Context: an optimization exercise on an open-source flow, tuned for small area. The choices shown serve that exercise and are no tape-out recipe. At most, simulation tests tie the RTL to the original design; equivalence was not proved. The RTL of run 2 was laid out without a check of its function. Power and IR drop assume default switching activity.

==> flow/design.v (outline; a module is shown in full before it is edited, if it fits) <==
// module ym3438_sr_bit: 55 lines
// module ym3438_sr_bit_array: 25 lines
// module ym3438_cnt_bit: 27 lines
// module ym3438_dlatch_1: 26 lines
// module ym3438_dlatch_2: 18 lines
// module ym3438_edge_detect: 18 lines
// module ym3438_slatch: 17 lines
// module ym3438_rs_trig: 20 lines
// module ym3438_rs_trig_sync: 24 lines
// module ym3438_cnt_bit_load: 30 lines
// module ym3438_dbg_read: 31 lines
// module ym3438_dbg_read_eg: 31 lines
// module ym3438_prescaler: 74 lines
// module ym3438_fsm: 124 lines
// module ym3438_io: 192 lines
// module ym3438_reg_ctrl: 923 lines
// module ym3438_op_register: 37 lines
// module ym3438_ch_register: 73 lines
// module ym3438_reg_wr_ctrl: 24 lines
// module ym3438_reg_data: 23 lines
// module ym3438_lfo: 227 lines
// module ym3438_detune: 59 lines
// module ym3438_pg: 316 lines
// module ym3438_eg: 714 lines
// module ym3438_op: 348 lines
// module ym3438_ch: 89 lines
// module ym3438: 356 lines
module ym3438(
	input MCLK,
	input PHI,
	input [7:0] DATA_i,
	output [7:0] DATA_o,
	output DATA_o_z,
	input TEST_i,
	output TEST_o,
	output TEST_o_z,
	input IC, CS, WR, RD,
	input [1:0] ADDRESS,
	output IRQ,
	output [8:0] MOL, MOR,
	output d_c1,
	output d_c2,
	output [9:0] MOL_2612, MOR_2612
	);
  // ...
==> flow/run.sh <==
#!/bin/bash
# synth_recipe.tcl (not shown) runs the flow's synth.tcl, then flattens the netlist and writes it again
# the make line also repeats each setting of config.mk as NAME=value (left out here)
make -C /OpenROAD-flow-scripts/flow DESIGN_CONFIG=/design/flow/config.mk WORK_HOME=/design/flow/orfs CLKGATE_MAP_FILE= SYNTH_SCRIPT=/design/flow/synth_recipe.tcl finish
==> flow/config.mk <==
export PLATFORM = sky130hd
export DESIGN_NAME = ym3438
export DESIGN_NICKNAME = ym3438
export VERILOG_FILES = /design/flow/design.v
export SDC_FILE = /design/flow/constraint.sdc
export NUM_CORES = 4
export LEC_CHECK = 0
export CAP_MARGIN = 20
export CORE_MARGIN = 2
export CORE_UTILIZATION = 40
export SLEW_MARGIN = 20
==> flow/constraint.sdc <==
create_clock -name core_clock -period 10.0 [get_ports {MCLK}]
set_input_delay 2.0000 -clock core_clock [delete_from_list [all_inputs] [get_ports {MCLK}]]
set_output_delay 2.0000 -clock core_clock [all_outputs]
set_load 0.01 [all_outputs]
==> results.toml, run 1 <==
[clocking]
cts_buffers = 328
cts-root-buf = "clkbuf_16"

[floorplanning]
tapCellCount = 4100
die_y_um = 559
rows = 203
floorplan.die_area_um2 = 313000

[logic_synthesis]
synth_top_family_by_area = "compound AO/OA/AOI/OAI gates"
synth-simple-area-share = 0.0566
netlist_instances = 7171
synth.cell_area_um2 = 123000
synth_adder_area_share = 0.0272

[finish]
nNonClkBuffers = 148
ff_latch_area_um2 = 98300
final_cells = 11800
top_regs = "pg.pg_values.l1.sr.n.w2 (400), eg.eg_level_sr1.l1.sr.n.w2 (210)"
fin_nets = 7684
clkbuf_count = 394
clk_share = 0.0750
num-nonclk-inverters = 271
bufAreaShareNonClock = 0.0103
multi_input_area_um2 = 23300

[outcome]
status = "complete, no violations"

[timing]
finalHoldViolations = 0
fin_setup_tns_ns = 0
whs_ns = 0.388

[pwr]
power.switching_uw = 5910
power_density_nw_per_um2 = 205
sw_frac_of_total = 0.206
p_total_uw = 28700
internal-power_uw = 22800
power.group.top = "sequential cells"

[worst_hold_path]
hold_class = "reg -> reg"
min_to = "reg_ctrl.reg_dr.sr2.l1[0].sr.n.w2[8]"

[worst_setup_path]
crit_cells = 14
rrSetupSlack_ns = 4.66
cp_slowest_cell = "nor4_1"
crit_buf_inv = 4
critical_path.max_stage_delay_ns = 0.58

[global_route]
grt_start_max_net_pins = 202
gr-max-usage-layer = "met2"

[detailed_routing]
firstDrtPassIters = 7
==> module ym3438_pg, before the edit <==
module ym3438_pg
	(
	input MCLK,
	input c1,
	input c2,
	input c2f,
	input [11:0] fnum,
	input [2:0] block,
	input dt_sign_1,
	input dt_sign_2,
	input [4:0] dt_value,
	input [3:0] multi,
	input pg_reset,
	input [7:0] reg_21,
	input fsm_sel2,
	input IC,
	input IC_s,
	output [9:0] pg_out,
	output pg_dbg_o
	);
	wire [2:0] block_sr_o;
	ym3438_sr_bit_array #(.DATA_WIDTH(3), .NOV1(1)) block_sr (
		.MCLK(MCLK),
		.c1(c1),
		.c2f(c2f), .c2(c2),
		.data_in(block),
		.data_out(block_sr_o)
		);
	wire [2:0] block_l_o;
	ym3438_dlatch_1 #(.DATA_WIDTH(3), .BYP(1)) block_l
		(
		.MCLK(MCLK),
		.c1(c1),
		.inp(block_sr_o),
		.val(block_l_o),
		.nval()
		);
	wire block_sh0 = block_l_o[1:0] == 2'h0;
	wire block_sh1 = block_l_o[1:0] == 2'h1;
	wire block_sh2 = block_l_o[1:0] == 2'h2;
	wire block_sh3 = block_l_o[1:0] == 2'h3;
	wire [12:0] freq1 = { fnum, 1'h0 };
	wire [15:0] freq2 = ({16{block_sh0}} & { 3'h0, freq1 })
		| ({16{block_sh1}} & { 2'h0, freq1, 1'h0 })
		| ({16{block_sh2}} & { 1'h0, freq1, 2'h0 })
		| ({16{block_sh3}} & { freq1, 3'h0 });
	wire [16:0] freq3 = ~(
		({17{~block_l_o[2]}} & { 4'h0, freq2[15:3] })
		| ({17{block_l_o[2]}} & { freq2, 1'h0 })
		);
	wire [16:0] freq_l_o;
	ym3438_dlatch_2 #(.DATA_WIDTH(17)) freq_l
		(
		.MCLK(MCLK),
		.c2f(c2f), .c2(c2),
		.inp(freq3),
		.val(),
		.nval(freq_l_o)
		);
	wire [4:0] dt_value_sr_o;
	ym3438_sr_bit_array #(.DATA_WIDTH(5), .NOV1(1)) dt_value_sr (
		.MCLK(MCLK),
		.c1(c1),
		.c2f(c2f), .c2(c2),
		.data_in(dt_value ^ {5{dt_sign_1}}),
		.data_out(dt_value_sr_o)
		);
	wire [16:0] dt_add = { {12{dt_sign_2}}, dt_value_sr_o };
	wire [16:0] freq_dt = freq_l_o + dt_add + dt_sign_2;
	wire [16:0] freq_l2_o;
	ym3438_dlatch_1 #(.DATA_WIDTH(17), .BYP(1)) freq_l2
		(
		.MCLK(MCLK),
		.c1(c1),
		.inp(freq_dt),
		.val(freq_l2_o),
		.nval()
		);
	wire [15:0] multi_sel;
	genvar i;
	generate
		for (i = 0; i < 16; i = i + 1)
		begin : l1
			assign multi_sel[i] = multi == i;
		end
	endgenerate
	wire multi_sel_1_l_o;
	ym3438_dlatch_1 #(.BYP(1)) multi_sel_1_l
		(
		.MCLK(MCLK),
		.c1(c1),
		.inp(multi_sel[14] | multi_sel[15]),
		.val(multi_sel_1_l_o),
		.nval()
		);
	wire multi_sel_2_l_o;
	ym3438_dlatch_1 #(.BYP(1)) multi_sel_2_l
		(
		.MCLK(MCLK),
		.c1(c1),
		.inp(multi_sel[8] | multi_sel[9] | multi_sel[10] | multi_sel[11] | multi_sel[12] | multi_sel[13]),
		.val(multi_sel_2_l_o),
		.nval()
		);
	wire multi_sel_3_l_o;
	ym3438_dlatch_1 #(.BYP(1)) multi_sel_3_l
		(
		.MCLK(MCLK),
		.c1(c1),
		.inp(multi_sel[4] | multi_sel[5] | multi_sel[6] | multi_sel[7]),
		.val(multi_sel_3_l_o),
		.nval()
		);
	wire multi_sel_4_l_o;
	ym3438_dlatch_1 #(.BYP(1)) multi_sel_4_l
		(
		.MCLK(MCLK),
		.c1(c1),
		.inp(multi_sel[1] | multi_sel[3] | multi_sel[5] | multi_sel[7] | multi_sel[9] | multi_sel[11] | multi_sel[13]),
		.val(multi_sel_4_l_o),
		.nval()
		);
	wire multi_sel_5_l_o;
	ym3438_dlatch_1 #(.BYP(1)) multi_sel_5_l
		(
		.MCLK(MCLK),
		.c1(c1),
		.inp(multi_sel[12] | multi_sel[13]),
		.val(multi_sel_5_l_o),
		.nval()
		);
	wire multi_sel_6_l_o;
	ym3438_dlatch_1 #(.BYP(1)) multi_sel_6_l
		(
		.MCLK(MCLK),
		.c1(c1),
		.inp(multi_sel[14]),
		.val(multi_sel_6_l_o),
		.nval()
		);
	wire multi_sel_7_l_o;
	ym3438_dlatch_1 #(.BYP(1)) multi_sel_7_l
		(
		.MCLK(MCLK),
		.c1(c1),
		.inp(multi_sel[2] | multi_sel[3] | multi_sel[6] | multi_sel[7] | multi_sel[10] | multi_sel[11]),
		.val(multi_sel_7_l_o),
		.nval()
		);
	wire multi_sel_8_l_o;
	ym3438_dlatch_1 #(.BYP(1)) multi_sel_8_l
		(
		.MCLK(MCLK),
		.c1(c1),
		.inp(multi_sel[15]),
		.val(multi_sel_8_l_o),
		.nval()
		);
	wire multi_sel_9_l_o;
	ym3438_dlatch_1 #(.BYP(1)) multi_sel_9_l
		(
		.MCLK(MCLK),
		.c1(c1),
		.inp(multi_sel[0]),
		.val(multi_sel_9_l_o),
		.nval()
		);
	wire [19:0] freq_multi_add1 = ~(
		({20{multi_sel_5_l_o}} & { 1'h0, freq_l2_o, 2'h0 })
		| ({20{multi_sel_6_l_o}} & { 2'h3, ~freq_l2_o, 1'h1 })
		| ({20{multi_sel_7_l_o}} & { 2'h0, freq_l2_o, 1'h0 })
		| ({20{multi_sel_8_l_o}} & { 3'h7, ~freq_l2_o })
		| ({20{multi_sel_9_l_o}} & { 4'h0, freq_l2_o[16:1] })
		);
	wire [17:0] freq_multi_add2 = ~(
		({18{multi_sel_3_l_o}} & { 1'h0, freq_l2_o })
		| ({18{multi_sel_2_l_o}} & { freq_l2_o, 1'h0 })
		| ({18{multi_sel_1_l_o}} & { freq_l2_o[16:0], 2'h0 })
		);
	wire [19:0] freq_multi_add1_l_o;
	ym3438_dlatch_2 #(.DATA_WIDTH(20)) freq_multi_add1_l
		(
		.MCLK(MCLK),
		.c2f(c2f), .c2(c2),
		.inp(freq_multi_add1),
		.val(),
		.nval(freq_multi_add1_l_o)
		);
	wire [17:0] freq_multi_add2_l_o;
	ym3438_dlatch_2 #(.DATA_WIDTH(18)) freq_multi_add2_l
		(
		.MCLK(MCLK),
		.c2f(c2f), .c2(c2),
		.inp(freq_multi_add2),
		.val(),
		.nval(freq_multi_add2_l_o)
		);
	wire multi_c_in;
	ym3438_dlatch_2 multi_c_in_l
		(
		.MCLK(MCLK),
		.c2f(c2f), .c2(c2),
		.inp(~(multi_sel_6_l_o | multi_sel_8_l_o)),
		.val(),
		.nval(multi_c_in)
		);
	wire [19:0] freq_multi_sum = freq_multi_add1_l_o + { freq_multi_add2_l_o, 2'h0 } + multi_c_in;
	wire [19:0] freq_multi_sum_sr_o;
	ym3438_sr_bit_array #(.DATA_WIDTH(20), .NOV1(1)) freq_multi_sum_sr (
		.MCLK(MCLK),
		.c1(c1),
		.c2f(c2f), .c2(c2),
		.data_in(freq_multi_sum),
		.data_out(freq_multi_sum_sr_o)
		);
	wire [16:0] freq_multi_add3_l_o;
	ym3438_dlatch_2 #(.DATA_WIDTH(17)) freq_multi_add3_l
		(
		.MCLK(MCLK),
		.c2f(c2f), .c2(c2),
		.inp(freq_l2_o),
		.val(freq_multi_add3_l_o),
		.nval()
		);
	wire [19:0] freq_multi_add3_sr_o;
	ym3438_sr_bit_array #(.DATA_WIDTH(20), .NOV1(1)) freq_multi_add3_sr (
		.MCLK(MCLK),
		.c1(c1),
		.c2f(c2f), .c2(c2),
		.data_in({3'h0, freq_multi_add3_l_o}),
		.data_out(freq_multi_add3_sr_o)
		);
	wire multi_sel_4_l2_o;
	ym3438_dlatch_2 multi_sel_4_l2
		(
		.MCLK(MCLK),
		.c2f(c2f), .c2(c2),
		.inp(multi_sel_4_l_o),
		.val(multi_sel_4_l2_o),
		.nval()
		);
	wire multi_sel_4_sr_o;
	ym3438_sr_bit #(.NOV1(1)) multi_sel_4_sr (
		.MCLK(MCLK),
		.c1(c1),
		.c2f(c2f), .c2(c2),
		.bit_in(multi_sel_4_l2_o),
		.sr_out(multi_sel_4_sr_o)
		);
	wire multi_sel_4_sr_o_r = multi_sel_4_sr_o & pg_reset;
	wire [19:0] freq_multi_add3_l2_o;
	ym3438_dlatch_1 #(.DATA_WIDTH(20), .BYP(1)) freq_multi_add3_l2
		(
		.MCLK(MCLK),
		.c1(c1),
		.inp(~(multi_sel_4_sr_o_r ? freq_multi_add3_sr_o : 20'h00000)),
		.val(),
		.nval(freq_multi_add3_l2_o)
		);
	wire [19:0] freq_multi_sum_l_o;
	ym3438_dlatch_1 #(.DATA_WIDTH(20), .BYP(1)) freq_multi_sum_l
		(
		.MCLK(MCLK),
		.c1(c1),
		.inp(~(pg_reset ? freq_multi_sum_sr_o : 20'h00000)),
		.val(),
		.nval(freq_multi_sum_l_o)
		);
	wire [19:0] freq_inc = freq_multi_sum_l_o + freq_multi_add3_l2_o;
	wire [19:0] freq_inc_l_o;
	ym3438_dlatch_2 #(.DATA_WIDTH(20)) freq_inc_l
		(
		.MCLK(MCLK),
		.c2f(c2f), .c2(c2),
		.inp(freq_inc),
		.val(freq_inc_l_o),
		.nval()
		);
	wire pg_reset_sr_o;
	ym3438_sr_bit #(.NOV1(1)) pg_reset_sr (
		.MCLK(MCLK),
		.c1(c1),
		.c2f(c2f), .c2(c2),
		.bit_in(pg_reset),
		.sr_out(pg_reset_sr_o)
		);
	wire pg_reset2 = pg_reset_sr_o & ~reg_21[3];
	wire [19:0] o_phase;
	wire [19:0] phase_acc = (pg_reset2 ? o_phase : 20'h00000) + freq_inc_l_o;
	wire [19:0] phase = IC_s ? phase_acc : 20'h00000;
	wire [19:0] pg_values_o;
	ym3438_sr_bit_array #(.DATA_WIDTH(20), .SR_LENGTH(20), .NOV1(1)) pg_values (
		.MCLK(MCLK),
		.c1(c1),
		.c2f(c2f), .c2(c2),
		.data_in(phase),
		.data_out(pg_values_o)
		);
	ym3438_sr_bit_array #(.DATA_WIDTH(20), .SR_LENGTH(4), .NOV1(1)) pg_values2 (
		.MCLK(MCLK),
		.c1(c1),
		.c2f(c2f), .c2(c2),
		.data_in(pg_values_o),
		.data_out(o_phase)
		);
	assign pg_out = pg_values_o[19:10];
	ym3438_dbg_read #(.DATA_WIDTH(10), .NOV1(1)) dbg_read (
		.MCLK(MCLK),
		.c1(c1),
		.c2f(c2f), .c2(c2),
		.prev(0),
		.load(fsm_sel2),
		.load_val(o_phase[9:0]),
		.next(pg_dbg_o)
		);
endmodule
==> run 2, diff against run 1 <==
--- a/flow/design.v
+++ b/flow/design.v
@@ -2145,104 +2145,33 @@
 		);
 	wire [16:0] dt_add = { {12{dt_sign_2}}, dt_value_sr_o };
 	wire [16:0] freq_dt = freq_l_o + dt_add + dt_sign_2;
-	wire [16:0] freq_l2_o;
-	ym3438_dlatch_1 #(.DATA_WIDTH(17), .BYP(1)) freq_l2
-		(
-		.MCLK(MCLK),
-		.c1(c1),
-		.inp(freq_dt),
-		.val(freq_l2_o),
-		.nval()
-		);
+	reg [16:0] freq_l2_o;
+	reg [3:0] multi_l;
+	always @(posedge MCLK)
+	begin
+		if (c2f)
+		begin
+			freq_l2_o <= freq_dt;
+			multi_l <= multi;
+		end
+	end
 	wire [15:0] multi_sel;
 	genvar i;
 	generate
 		for (i = 0; i < 16; i = i + 1)
 		begin : l1
-			assign multi_sel[i] = multi == i;
+			assign multi_sel[i] = multi_l == i;
 		end
 	endgenerate
-	wire multi_sel_1_l_o;
-	ym3438_dlatch_1 #(.BYP(1)) multi_sel_1_l
-		(
-		.MCLK(MCLK),
-		.c1(c1),
-		.inp(multi_sel[14] | multi_sel[15]),
-		.val(multi_sel_1_l_o),
-		.nval()
-		);
-	wire multi_sel_2_l_o;
-	ym3438_dlatch_1 #(.BYP(1)) multi_sel_2_l
-		(
-		.MCLK(MCLK),
-		.c1(c1),
-		.inp(multi_sel[8] | multi_sel[9] | multi_sel[10] | multi_sel[11] | multi_sel[12] | multi_sel[13]),
-		.val(multi_sel_2_l_o),
-		.nval()
-		);
-	wire multi_sel_3_l_o;
-	ym3438_dlatch_1 #(.BYP(1)) multi_sel_3_l
-		(
-		.MCLK(MCLK),
-		.c1(c1),
-		.inp(multi_sel[4] | multi_sel[5] | multi_sel[6] | multi_sel[7]),
-		.val(multi_sel_3_l_o),
-		.nval()
-		);
-	wire multi_sel_4_l_o;
-	ym3438_dlatch_1 #(.BYP(1)) multi_sel_4_l
-		(
-		.MCLK(MCLK),
-		.c1(c1),
-		.inp(multi_sel[1] | multi_sel[3] | multi_sel[5] | multi_sel[7] | multi_sel[9] | multi_sel[11] | multi_sel[13]),
-		.val(multi_sel_4_l_o),
-		.nval()
-		);
-	wire multi_sel_5_l_o;
-	ym3438_dlatch_1 #(.BYP(1)) multi_sel_5_l
-		(
-		.MCLK(MCLK),
-		.c1(c1),
-		.inp(multi_sel[12] | multi_sel[13]),
-		.val(multi_sel_5_l_o),
-		.nval()
-		);
-	wire multi_sel_6_l_o;
-	ym3438_dlatch_1 #(.BYP(1)) multi_sel_6_l
-		(
-		.MCLK(MCLK),
-		.c1(c1),
-		.inp(multi_sel[14]),
-		.val(multi_sel_6_l_o),
-		.nval()
-		);
-	wire multi_sel_7_l_o;
-	ym3438_dlatch_1 #(.BYP(1)) multi_sel_7_l
-		(
-		.MCLK(MCLK),
-		.c1(c1),
-		.inp(multi_sel[2] | multi_sel[3] | multi_sel[6] | multi_sel[7] | multi_sel[10] | multi_sel[11]),
-		.val(multi_sel_7_l_o),
-		.nval()
-		);
-	wire multi_sel_8_l_o;
-	ym3438_dlatch_1 #(.BYP(1)) multi_sel_8_l
-		(
-		.MCLK(MCLK),
-		.c1(c1),
-		.inp(multi_sel[15]),
-		.val(multi_sel_8_l_o),
-		.nval()
-		);
-	wire multi_sel_9_l_o;
-	ym3438_dlatch_1 #(.BYP(1)) multi_sel_9_l
-		(
-		.MCLK(MCLK),
-		.c1(c1),
-		.inp(multi_sel[0]),
-		.val(multi_sel_9_l_o),
-		.nval()
-		);
+	wire multi_sel_1_l_o = multi_sel[14] | multi_sel[15];
+	wire multi_sel_2_l_o = multi_sel[8] | multi_sel[9] | multi_sel[10] | multi_sel[11] | multi_sel[12] | multi_sel[13];
+	wire multi_sel_3_l_o = multi_sel[4] | multi_sel[5] | multi_sel[6] | multi_sel[7];
+	wire multi_sel_4_l_o = multi_sel[1] | multi_sel[3] | multi_sel[5] | multi_sel[7] | multi_sel[9] | multi_sel[11] | multi_sel[13];
+	wire multi_sel_5_l_o = multi_sel[12] | multi_sel[13];
+	wire multi_sel_6_l_o = multi_sel[14];
+	wire multi_sel_7_l_o = multi_sel[2] | multi_sel[3] | multi_sel[6] | multi_sel[7] | multi_sel[10] | multi_sel[11];
+	wire multi_sel_8_l_o = multi_sel[15];
+	wire multi_sel_9_l_o = multi_sel[0];
 	wire [19:0] freq_multi_add1 = ~(
 		({20{multi_sel_5_l_o}} & { 1'h0, freq_l2_o, 2'h0 })
 		| ({20{multi_sel_6_l_o}} & { 2'h3, ~freq_l2_o, 1'h1 })
@@ -2255,96 +2184,18 @@
 		| ({18{multi_sel_2_l_o}} & { freq_l2_o, 1'h0 })
 		| ({18{multi_sel_1_l_o}} & { freq_l2_o[16:0], 2'h0 })
 		);
-	wire [19:0] freq_multi_add1_l_o;
-	ym3438_dlatch_2 #(.DATA_WIDTH(20)) freq_multi_add1_l
-		(
-		.MCLK(MCLK),
-		.c2f(c2f), .c2(c2),
-		.inp(freq_multi_add1),
-		.val(),
-		.nval(freq_multi_add1_l_o)
-		);
-	wire [17:0] freq_multi_add2_l_o;
-	ym3438_dlatch_2 #(.DATA_WIDTH(18)) freq_multi_add2_l
-		(
-		.MCLK(MCLK),
-		.c2f(c2f), .c2(c2),
-		.inp(freq_multi_add2),
-		.val(),
-		.nval(freq_multi_add2_l_o)
-		);
-	wire multi_c_in;
-	ym3438_dlatch_2 multi_c_in_l
-		(
-		.MCLK(MCLK),
-		.c2f(c2f), .c2(c2),
-		.inp(~(multi_sel_6_l_o | multi_sel_8_l_o)),
-		.val(),
-		.nval(multi_c_in)
-		);
+	wire [19:0] freq_multi_add1_l_o = ~freq_multi_add1;
+	wire [17:0] freq_multi_add2_l_o = ~freq_multi_add2;
+	wire multi_c_in = multi_sel_6_l_o | multi_sel_8_l_o;
 	wire [19:0] freq_multi_sum = freq_multi_add1_l_o + { freq_multi_add2_l_o, 2'h0 } + multi_c_in;
-	wire [19:0] freq_multi_sum_sr_o;
-	ym3438_sr_bit_array #(.DATA_WIDTH(20), .NOV1(1)) freq_multi_sum_sr (
-		.MCLK(MCLK),
-		.c1(c1),
-		.c2f(c2f), .c2(c2),
-		.data_in(freq_multi_sum),
-		.data_out(freq_multi_sum_sr_o)
-		);
-	wire [16:0] freq_multi_add3_l_o;
-	ym3438_dlatch_2 #(.DATA_WIDTH(17)) freq_multi_add3_l
-		(
-		.MCLK(MCLK),
-		.c2f(c2f), .c2(c2),
-		.inp(freq_l2_o),
-		.val(freq_multi_add3_l_o),
-		.nval()
-		);
-	wire [19:0] freq_multi_add3_sr_o;
-	ym3438_sr_bit_array #(.DATA_WIDTH(20), .NOV1(1)) freq_multi_add3_sr (
-		.MCLK(MCLK),
-		.c1(c1),
-		.c2f(c2f), .c2(c2),
-		.data_in({3'h0, freq_multi_add3_l_o}),
-		.data_out(freq_multi_add3_sr_o)
-		);
-	wire multi_sel_4_l2_o;
-	ym3438_dlatch_2 multi_sel_4_l2
-		(
-		.MCLK(MCLK),
-		.c2f(c2f), .c2(c2),
-		.inp(multi_sel_4_l_o),
-		.val(multi_sel_4_l2_o),
-		.nval()
-		);
-	wire multi_sel_4_sr_o;
-	ym3438_sr_bit #(.NOV1(1)) multi_sel_4_sr (
-		.MCLK(MCLK),
-		.c1(c1),
-		.c2f(c2f), .c2(c2),
-		.bit_in(multi_sel_4_l2_o),
-		.sr_out(multi_sel_4_sr_o)
-		);
-	wire multi_sel_4_sr_o_r = multi_sel_4_sr_o & pg_reset;
-	wire [19:0] freq_multi_add3_l2_o;
-	ym3438_dlatch_1 #(.DATA_WIDTH(20), .BYP(1)) freq_multi_add3_l2
-		(
-		.MCLK(MCLK),
-		.c1(c1),
-		.inp(~(multi_sel_4_sr_o_r ? freq_multi_add3_sr_o : 20'h00000)),
-		.val(),
-		.nval(freq_multi_add3_l2_o)
-		);
-	wire [19:0] freq_multi_sum_l_o;
-	ym3438_dlatch_1 #(.DATA_WIDTH(20), .BYP(1)) freq_multi_sum_l
-		(
-		.MCLK(MCLK),
-		.c1(c1),
-		.inp(~(pg_reset ? freq_multi_sum_sr_o : 20'h00000)),
-		.val(),
-		.nval(freq_multi_sum_l_o)
-		);
-	wire [19:0] freq_inc = freq_multi_sum_l_o + freq_multi_add3_l2_o;
+	wire [19:0] freq_multi_prod = freq_multi_sum + (multi_sel_4_l_o ? { 3'h0, freq_l2_o } : 20'h00000);
+	reg [19:0] freq_multi_prod_l;
+	always @(posedge MCLK)
+	begin
+		if (c2f)
+			freq_multi_prod_l <= freq_multi_prod;
+	end
+	wire [19:0] freq_inc = pg_reset ? freq_multi_prod_l : 20'h00000;
 	wire [19:0] freq_inc_l_o;
 	ym3438_dlatch_2 #(.DATA_WIDTH(20)) freq_inc_l
 		(
--- a/flow/config.mk
+++ b/flow/config.mk
@@ -7,5 +7,7 @@
 export LEC_CHECK = 0
 export CAP_MARGIN = 20
 export CORE_MARGIN = 2
-export CORE_UTILIZATION = 40
+export CORE_UTILIZATION = 60
+export CTS_CLUSTER_DIAMETER = 80
+export CTS_CLUSTER_SIZE = 30
 export SLEW_MARGIN = 20
==> run 2 against run 1 <==
Effect of this change: total power down 18%; die area decreased by 34%; worst setup slack better by 0.29 ns; cell area decreased by 7.1%; still clean on timing, DRC and antenna; core utilization grew 19 points; clock skew decreased by 0.0065 ns; largest power group unchanged; critical endpoint unchanged.
==> results.toml, run 2 <==
[finish]
largest_register_ffs = 400
layout-drive-gt1-share = 0.0681
mostFrequentLayoutCells = "edfxtp_1 (3217), nor2_1 (434), nand2_1 (396)"
final_cells = 9797
layout.cells.most_common = "edfxtp_1"
top_regs = "pg.pg_values.l1.sr.n.w2 (400), eg.eg_level_sr1.l1.sr.n.w2 (210)"
area.growth.synth_to_final_pct = 6.99
largest_register = "pg.pg_values.l1.sr.n.w2"
fin_nets = 7340

[worst_setup_path]
r2r-start = "pg.multi_l[3]"
worstPathMaxFanout = 15
ff2ff_path_depth = 17
rrSetupSlack_ns = 4.16
cp.required_ns = 8.00
crit_path_end_kind = "output pin"
path_class = "reg -> out"
r2r-end = "pg.freq_multi_prod_l[18]"
start_kind = "flip-flop"
cp.arrival_ns = 4.70

[logic_synthesis]
yosys.area.top_type_share = 0.797
synth_seq_cells = 3223
synth_warnings = 72
synth_most_common_cell = "edfxtp_1"
ys_top_cells_by_count = "edfxtp_1 (3217), nor2_1 (437), nand2_1 (396)"
synth_edf_count = 3217
netlist_instances = 7023
synth_fp_nets = 7294
synthDistinctLibCells = 92
synth.cell_area_um2 = 121000
avgSynthCellArea_um2 = 17.3
async_reset_ff_frac = 0
synth.area.top_cells = "edfxtp_1 (80%), ha_1 (2.2%), mux2i_1 (1.5%)"
synth_seq_area_share = 0.798
ys.flop_type = "edfxtp_1"
yosysTopAreaCell = "edfxtp_1"

[floorplanning]
ios = 69
rows = 164
floorplan.die_area_um2 = 206000
fp.coreArea_um2 = 200000
start_util = 0.605
die_y_um = 454
die_w_um = 454

[timing]
finalSetupViolations = 0
slew_headroom = 0.239
clock.fmax_mhz = 149
period_minus_slack_ns = 6.70
finalHoldViolations = 0
fin_crit_sh = 0.670
worst_pin_slew_ns = 1.14
rsz0062_at_grt = "false"
slew_viol_final = 0
setup_ws_ns = 3.30
fin_setup_tns_ns = 0
skew_ns = 0.0314
whs_ns = 0.404

[flow_run]
drv_cap = 0

[global_route]
overflow = 0
first_global_vias = 54200
grt_usage = 0.211
antenna_found_initial = 6
grt_pass1_wl_um = 330000
grt_start_max_net_pins = 201

[place]
placed_cells = 9582
place.gp.congestion = 0.832
dp_hpwl_um = 141000
place_ws_ns = 3.38
portBuffers = 68

[worst_hold_path]
hold_class = "reg -> reg"
holdPathStages = 0
worstHoldStart = "pg.pg_values.l1[0].sr.n.w2[1]"
min_to = "pg.pg_values.l1[0].sr.n.w2[2]"

[clocking]
cts-root-buf = "clkbuf_16"
cts_buffers = 141
cts_buffer_depth = 3
cts_resized = 0
htreeDepth = 4
cts_tree = "yes"
clkLatencyLatePin_ns = 0.85
path_clk_slew_ns = 0.11
hold_buffers = 0
clock-sinks = 3223
cts_setup_buffers = 0

[pwr]
power.switching_uw = 4920
vdd_drop_max_uv = 211
sw_frac_of_total = 0.210
leakagePower_uw = 0.0440
clock_power_share = 0.298
pwr-share-comb = 0.045
power_density_nw_per_um2 = 180
internal-power_uw = 18500
pwr-share-seq = 0.657

[detailed_routing]
vias_per_cell = 5.88
vias = 57600
drcViolationCount = 0
firstDrtPassIters = 6
first_iter_violations = 6101
wire_per_inst_um = 22.5
drt-total-wl_um = 220000
ant_nets = 0

[outcome]
status = "complete, no violations"
[run 2: cell types whose count changed in the layout (fill, tap and decap cells not counted), moves of 23 or more]
cell | before | now
mux2i_1 | 234 | 176
o21ai_0 | 236 | 190
edfxtp_1 | 3270 | 3217
mux2_2 | 96 | 119
bufinv_16 | 32 | 5
nand2_1 | 321 | 396
inv_1 | 261 | 232
clkinv_2 | 49 | 1
clkbuf_16 | 333 | 145
clkbuf_1 | 60 | 5
a21oi_1 | 265 | 330
clkinv_1 | 76 | 8
nor2_1 | 502 | 434
[run 2: layer usage]
metal / GRT usage / part of all wire / vias to the layer above
met1: 0.331 / 0.48 / 29200
met2: 0.322 / 0.46 / 1344
met5: 0 / 0 / -
li1: - / - / 26800
met4: 0.0535 / 0.022 / 0
met3: 0.0236 / 0.041 / 267
[run 2: cell type report]
class                           count  area (um^2)
Clock buffer                      150         3650
Multi-Input combinational cell   3304        22800
Clock inverter                     61          872
Timing Repair Buffer              161         1480
Tap cell                         2656         3320
Sequential cell                  3223        96700
Antenna cell                        4         10.0
Inverter                          238          902
Fill cell                       13800        70600
[run 2: logic make-up (layout without fill, tap and decap cells)]
group | Yosys count | after routing | synth area share
multiplexers | 302 | 302 | 0.0269
AO/OA/AOI/OAI | 1085 | 1085 | 0.0583
XOR/XNOR | 218 | 218 | 0.0159
AND/OR/NAND/NOR | 1445 | 1445 | 0.0568
adder cells (fa/ha/maj) | 254 | 254 | 0.0288
flip-flops | 3223 | 3223 | 0.798
buffers and inverters | 496 | 610 | 0.0156
other | 0 | 4 | 0
[run 2: how the worst max path moves through the flow]
stage                                   from                                 to  slack, ns  cells after the start
6_report       fsm.cnt_low.mem.l1[1].sr.n.w2                        MOL_2612[7]       3.30                     13
5_1_grt        fsm.cnt_low.mem.l1[1].sr.n.w2                        MOR_2612[7]       2.89                     13
4_1_cts        fsm.cnt_low.mem.l1[1].sr.n.w2                        MOR_2612[7]       3.29                     13
3_5_place_dp                              IC                          DATA_o[6]       3.38                      8
3_3_place_gp                              IC                          DATA_o[6]       3.50                      8
2_1_floorplan           prescaler.c2_sr.o.v2  reg_ctrl.fm_address.l1[0].sr.n.w2     -37.90                      4
[run 2: through the flow]
step           area [um^2]  total power [uW]  utilization
5_1_grt             130000             24200        0.648
3_3_place_gp        125000             16700        0.625
3_5_place_dp        125000             16700        0.625
2_1_floorplan       121000             17000            -
4_1_cts             130000             23600        0.648
6_report            130000             23400        0.648
[run 2: critical path, stage by stage (launching register included)]
cell and delay (ns):
edfxtp_1 0.45, inv_1 0.09, ha_1 0.27, o21ai_0 0.17
o22ai_1 0.10, a31oi_2 0.19, buf_4 0.28, mux2i_1 0.32
inv_1 0.27, nor4_1 0.60, nand2_1 0.15, xnor2_1 0.18
o21ai_0 0.20, clkdlybuf4s50_1 0.56
[run 2: power by group through the flow]
stage	clock network, uW	logic [uW]	registers (uW)
finish	6960	1060	15400
floorplan	0	769	16200
detailed placement	0	1060	15700
global placement	0	1050	15700
global route	7620	1180	15400
CTS	7200	1060	15400

-- afterwards: timing with drivers on the ports --
The results above use ideal ports. As a check the final layouts listed here were re-extracted and re-timed, cells and wires unchanged. Step 1: set_driving_cell puts a clkbuf_16 on MCLK and a buf_2 on each other input, an assumption about the parent block. Step 2 adds t to the input delays and takes it off the output delays; t is the mean of the earliest and latest rising clock arrival at the registers after step 1. Input paths then give back, and output paths get back, about the clock's delay inside the block. Slacks: ideal ports / drivers / drivers and shift; pairs: ideal ports / drivers.
run	t (ns)	setup WS [ns]	latest minus earliest clock arrival (ns)	slew at the worst register clock pin (ns)	pins driven straight from the clock port
run 1	0.941	3.013 / 2.917 / 3.553	0.049 / 0.050	0.07 / 0.07	1
run 2	0.917	3.304 / 3.216 / 3.334	0.039 / 0.039	0.11 / 0.11	1
After both steps setup and hold are still met in every run listed.
